This is an optimization exercise on Yosys and OpenROAD, whose aim is small area, a short achievable clock period and few clock cycles per item, not a production implementation. The RTL was checked by simulation tests, not by an equivalence proof against the original design. Power and IR drop assume default switching activity.

Design MGT_01_mul_unit, start of the top module:
module MGT_01_mul_unit
(  
  input  logic signed [31:0]       multiplier_i, multiplicand_i,
  input  logic                     clk_i, clk_en_i,                
  input  logic                     rst_n_i,                        
  input  logic [1:0]               operation_i,
  output logic signed [31:0]       result_o,
  output logic                     valid_o
);
export LEC_CHECK = 0
export CAP_MARGIN = 20
export CORE_MARGIN = 2
export CORE_UTILIZATION = 55
export PLACE_DENSITY = 0.65
export SLEW_MARGIN = 20
export SYNTH_HIERARCHICAL = 1
export SYNTH_MINIMUM_KEEP_SIZE = 0
create_clock -name core_clock -period 10.0 [get_ports {clk_i}]
standard.sh (not shown) runs the stock make flow with config.mk's settings and CLKGATE_MAP_FILE= SYNTH_SCRIPT=/design/flow/synth_recipe.tcl, a recipe that flattens the netlist after the stock synthesis.
==> flow/flow/run.sh <==
#!/bin/bash
# Layout flow: the standard ORFS flow (standard.sh), with
#  - buf_1 cells as the port buffers (buffer_ports' default pick is a slow
#    delay cell); every input and output port still gets its own buffer
#  - the Booth rows' a22oi_2 gates from synthesis sized down to a22oi_1
#    (same function and pins); timing repair sizes up what it needs
#  - timing repair aiming at a setup margin below the clock period
# Each tool's output goes to synth.log and standard.log.
set -e
export BUFFER_PORTS_ARGS="-buffer_cell sky130_fd_sc_hd__buf_1"
export SETUP_SLACK_MARGIN=${MARGIN:-7}
RES=orfs/results/sky130hd/MGT_01_mul_unit/base
bash standard.sh $PWD/$RES/1_2_yosys.v > synth.log 2>&1
sed -i 's/sky130_fd_sc_hd__a22oi_2 /sky130_fd_sc_hd__a22oi_1 /' $RES/1_2_yosys.v
bash standard.sh > standard.log 2>&1
Testbench counts at the start, summed over its fixed seeds: cycles 19,200, items 3,200.
Then changed:
--- a/flow/flow/run.sh
+++ b/flow/flow/run.sh
@@ -9,5 +9,5 @@
 set -e
 export BUFFER_PORTS_ARGS="-buffer_cell sky130_fd_sc_hd__buf_1"
-export SETUP_SLACK_MARGIN=${MARGIN:-7}
+export SETUP_SLACK_MARGIN=${MARGIN:-6.75}
 RES=orfs/results/sky130hd/MGT_01_mul_unit/base
 bash standard.sh $PWD/$RES/1_2_yosys.v > synth.log 2>&1
- ABC_CLOCK_PERIOD_IN_PS: default -> 3000
Outcome:
- via count falls slightly
- global-route usage decreases by 0.78 points
- synthesized area does not change
- worst setup slack gets better by 0.030 ns
- register-to-register slack is better by 0.03 ns
- sequential cell count is unchanged
- wire length came out lower by a few percent
- power is lower by a few percent
- design area came out lower by a few percent
- non-clock buffer count shrinks by 12
Then changed:
- ABC_CLOCK_PERIOD_IN_PS: 3000 -> default
Clock-buffer cell count stays the same; setup slack is unchanged; die area does not change; wire length does not change; final area stays the same; sequential power barely changes; first-iteration DRC count does not change; synthesized cell count does not change; maximum frequency stays the same; sequential cell count stays the same; register-to-register slack hardly moves.
Then changed:
- CTS_BUF_LIST: default -> sky130_fd_sc_hd__clkbuf_8 sky130_fd_sc_hd__clkbuf_16
The new run ran to the end with no violations.
Power stays the same.
Setup slack does not change.
Area after synthesis stays the same.


## v22
Another version of the RTL of MGT_01_mul_unit (not shown whole).
Size in the first run: about 1300 cells after synthesis, about 100 I/O pins, ~0.016 mm2 of cells after synthesis.
==> flow/config.mk <==
export PLATFORM = sky130hd
export DESIGN_NAME = MGT_01_mul_unit
export DESIGN_NICKNAME = MGT_01_mul_unit
export VERILOG_FILES = /design/flow/design.v
export SDC_FILE = /design/flow/constraint.sdc
export NUM_CORES = 4
export LEC_CHECK = 0
export CAP_MARGIN = 20
export CORE_MARGIN = 2
export CORE_UTILIZATION = 55
export CTS_CLUSTER_DIAMETER = 100
export CTS_CLUSTER_SIZE = 40
export PLACE_DENSITY = 0.65
export SLEW_MARGIN = 20
export SYNTH_HIERARCHICAL = 1
export SYNTH_MINIMUM_KEEP_SIZE = 0
==> flow/constraint.sdc <==
create_clock -name core_clock -period 10.0 [get_ports {clk_i}]
set_input_delay 2.0000 -clock core_clock [delete_from_list [all_inputs] [get_ports {clk_i}]]
set_output_delay 2.0000 -clock core_clock [all_outputs]
set_load 0.01 [all_outputs]
==> flow/flow/run.sh <==
#!/bin/bash
# Layout flow: the standard ORFS flow (standard.sh), with
#  - buf_1 cells as the port buffers (buffer_ports' default pick is a slow
#    delay cell); every input and output port still gets its own buffer
#  - the Booth rows' a22oi_2 gates from synthesis sized down to a22oi_1
#    (same function and pins); timing repair sizes up what it needs
#  - timing repair aiming at a setup margin below the clock period
# Each tool's output goes to synth.log and standard.log.
set -e
export BUFFER_PORTS_ARGS="-buffer_cell sky130_fd_sc_hd__buf_1"
export SETUP_SLACK_MARGIN=${MARGIN:-6.5}
RES=orfs/results/sky130hd/MGT_01_mul_unit/base
bash standard.sh $PWD/$RES/1_2_yosys.v > synth.log 2>&1
sed -i 's/sky130_fd_sc_hd__a22oi_2 /sky130_fd_sc_hd__a22oi_1 /' $RES/1_2_yosys.v
bash standard.sh > standard.log 2>&1
v22: flow completed, timing, DRC and antenna clean
Testbench counts of v22, summed over its fixed seeds: cycles 19,200, items 3,200.
## Diff of input files: v30 against v22
- removing CTS_CLUSTER_DIAMETER (formerly 100)
- removing CTS_CLUSTER_SIZE (formerly 40)
diff --git a/flow/flow/run.sh b/flow/flow/run.sh
--- a/flow/flow/run.sh
+++ b/flow/flow/run.sh
@@ -1,5 +1,5 @@
 #!/bin/bash
 # Layout flow: the standard ORFS flow (standard.sh), with
-#  - buf_1 cells as the port buffers (buffer_ports' default pick is a slow
+#  - buf_2 cells as the port buffers (buffer_ports' default pick is a slow
 #    delay cell); every input and output port still gets its own buffer
 #  - the Booth rows' a22oi_2 gates from synthesis sized down to a22oi_1
@@ -8,5 +8,5 @@
 # Each tool's output goes to synth.log and standard.log.
 set -e
-export BUFFER_PORTS_ARGS="-buffer_cell sky130_fd_sc_hd__buf_1"
+export BUFFER_PORTS_ARGS="-buffer_cell sky130_fd_sc_hd__buf_2"
 export SETUP_SLACK_MARGIN=${MARGIN:-6.5}
 RES=orfs/results/sky130hd/MGT_01_mul_unit/base
--- outcome ---
v30 improves on v22 in pre-CTS setup slack. Higher time the worst path needs with I/O delays and setup was reported by v22, not v30. v30 ends up with a number of antenna violations at the first check in global routing that is 2 higher than in v22. Taking v22 as the reference, in v30 via count barely changed, total power increased 0.000064 W, post-route fraction of the period consumed by the critical path flat, internal power component went up by 0.36%. v22 → v30: highest clock frequency the design can meet now sits higher, post-route cell area has increased, worst setup slack up 14 ps.


MGT_01_mul_unit again, from the RTL that the note above started with.
==> flow/config.mk <==
export PLATFORM = sky130hd
export DESIGN_NAME = MGT_01_mul_unit
export DESIGN_NICKNAME = MGT_01_mul_unit
export VERILOG_FILES = /design/flow/design.v
export SDC_FILE = /design/flow/constraint.sdc
export NUM_CORES = 4
export LEC_CHECK = 0
export CAP_MARGIN = 20
export CORE_MARGIN = 2
export CORE_UTILIZATION = 55
export PLACE_DENSITY = 0.65
export SLEW_MARGIN = 20
export SYNTH_HIERARCHICAL = 1
export SYNTH_MINIMUM_KEEP_SIZE = 0
==> flow/constraint.sdc <==
create_clock -name core_clock -period 10.0 [get_ports {clk_i}]
set_input_delay 2.0000 -clock core_clock [delete_from_list [all_inputs] [get_ports {clk_i}]]
set_output_delay 2.0000 -clock core_clock [all_outputs]
set_load 0.01 [all_outputs]
==> flow/flow/run.sh <==
#!/bin/bash
# Layout flow: the standard ORFS flow (standard.sh), with
#  - buf_2 cells as the port buffers (buffer_ports' default pick is a slow
#    delay cell); every input and output port still gets its own buffer
#  - the Booth rows' a22oi_2 gates from synthesis sized down to a22oi_1
#    (same function and pins); timing repair sizes up what it needs
#  - timing repair aiming at a setup margin below the clock period
# Each tool's output goes to synth.log and standard.log.
set -e
export BUFFER_PORTS_ARGS="-buffer_cell sky130_fd_sc_hd__buf_2"
export SETUP_SLACK_MARGIN=${MARGIN:-6}
RES=orfs/results/sky130hd/MGT_01_mul_unit/base
bash standard.sh $PWD/$RES/1_2_yosys.v > synth.log 2>&1
sed -i 's/sky130_fd_sc_hd__a22oi_2 /sky130_fd_sc_hd__a22oi_1 /' $RES/1_2_yosys.v
bash standard.sh > standard.log 2>&1
The starting point finished clean.
Testbench counts at the start, summed over its fixed seeds: cycles 19,200, items 3,200.
Then changed:
--- a/flow/flow/run.sh
+++ b/flow/flow/run.sh
@@ -11 +11 @@
-export SETUP_SLACK_MARGIN=${MARGIN:-6}
+export SETUP_SLACK_MARGIN=${MARGIN:-7}
Outcome: Clock skew barely changes. Maximum frequency went up by about a fifth. Clock power is lower slightly. Critical path depth goes up by 2. Setup slack gets better by 0.58 ns. Core utilization goes up by 5.1 points. Synthesized cell count is unchanged. Die area is unchanged. Power is higher by roughly a tenth. Combinational power goes up by about a fifth. Final area rises by a little under a tenth.


MGT_01_mul_unit with an RTL version that a note above also has.
Size: about 1200 cells after synthesis, about 100 I/O pins, roughly 0.015 mm² of cells after synthesis.
clock: 10.0 ns
lec_check: 0
cap_margin: 20
core_margin: 2
core_utilization: 70
place_density: 0.8
slew_margin: 20
synth_hierarchical: 1
synth_minimum_keep_size: 0
==> flow/flow/run.sh <==
#!/bin/bash
# Layout flow: the standard ORFS flow (standard.sh), with
#  - buf_1 cells as the port buffers (buffer_ports' default pick is a slow
#    delay cell); every input and output port still gets its own buffer
#  - the Booth rows' a22oi_2 gates from synthesis sized down to a22oi_1
#    (same function and pins); timing repair sizes up what it needs
#  - timing repair aiming at a setup margin below the clock period
# Each tool's output goes to synth.log and standard.log.
set -e
export BUFFER_PORTS_ARGS="-buffer_cell sky130_fd_sc_hd__buf_1"
export SETUP_SLACK_MARGIN=${MARGIN:-6.75}
RES=orfs/results/sky130hd/MGT_01_mul_unit/base
bash standard.sh $PWD/$RES/1_2_yosys.v > synth.log 2>&1
sed -i 's/sky130_fd_sc_hd__a22oi_2 /sky130_fd_sc_hd__a22oi_1 /' $RES/1_2_yosys.v
bash standard.sh > standard.log 2>&1
Testbench counts at the start, summed over its fixed seeds: cycles 19,200, items 3,200.
Change:
--- a/flow/flow/run.sh
+++ b/flow/flow/run.sh
@@ -10,3 +10,3 @@
 export BUFFER_PORTS_ARGS="-buffer_cell sky130_fd_sc_hd__buf_1"
-export SETUP_SLACK_MARGIN=${MARGIN:-6.75}
+export SETUP_SLACK_MARGIN=${MARGIN:-6.5}
 RES=orfs/results/sky130hd/MGT_01_mul_unit/base
- CORE_UTILIZATION: 70 -> 55
- CTS_BUF_LIST: default -> sky130_fd_sc_hd__clkbuf_8
- PLACE_DENSITY: 0.8 -> 0.65
What happened:
- setup slack degrades by 130 ps
- hold slack is better by 13 ps
- sequential power stays flat

-- re-timing with driven ports --
The results above use ideal ports. As a check the final layouts listed here were re-extracted and re-timed, cells and wires unchanged.
Step 1: set_driving_cell puts a clkbuf_16 on clk_i and a buf_2 on each other input, an assumption about the parent block.
Step 2, shift: input delay + t, output delay - t, t = (earliest + latest rising clock arrival at the registers) / 2. This alone moves slack from input paths to output paths.
a / b / c = no drivers / after step 1 / after step 2; a / b = the first two.
run | t (ns) | slack for setup (ns) | cell pins on the clock port's net
the first run of note 1 | 0.494 | 6.763 / 6.763 / 6.396 | 1
the second run of note 1 | 0.482 | 6.792 / 6.792 / 6.403 | 1
the third run of note 1 | 0.482 | 6.792 / 6.792 / 6.403 | 1
the fourth run of note 1 | 0.482 | 6.792 / 6.792 / 6.403 | 1
v22 | 0.495 | 6.608 / 6.608 / 6.250 | 1
v30 | 0.490 | 6.622 / 6.622 / 6.178 | 1
the first run of note 3 | 0.499 | 6.200 / 6.232 / 5.733 | 1
the second run of note 3 | 0.495 | 6.779 / 6.779 / 6.395 | 1
the first run of note 4 | 0.488 | 6.717 / 6.717 / 6.369 | 1
the second run of note 4 | 0.532 | 6.589 / 6.613 / 6.082 | 1
After both steps setup and hold are still met in every run listed. The setup slack of the second run of note 4, which loses most, moves by +0.024 ns with the drivers and by -0.507 ns with both steps.
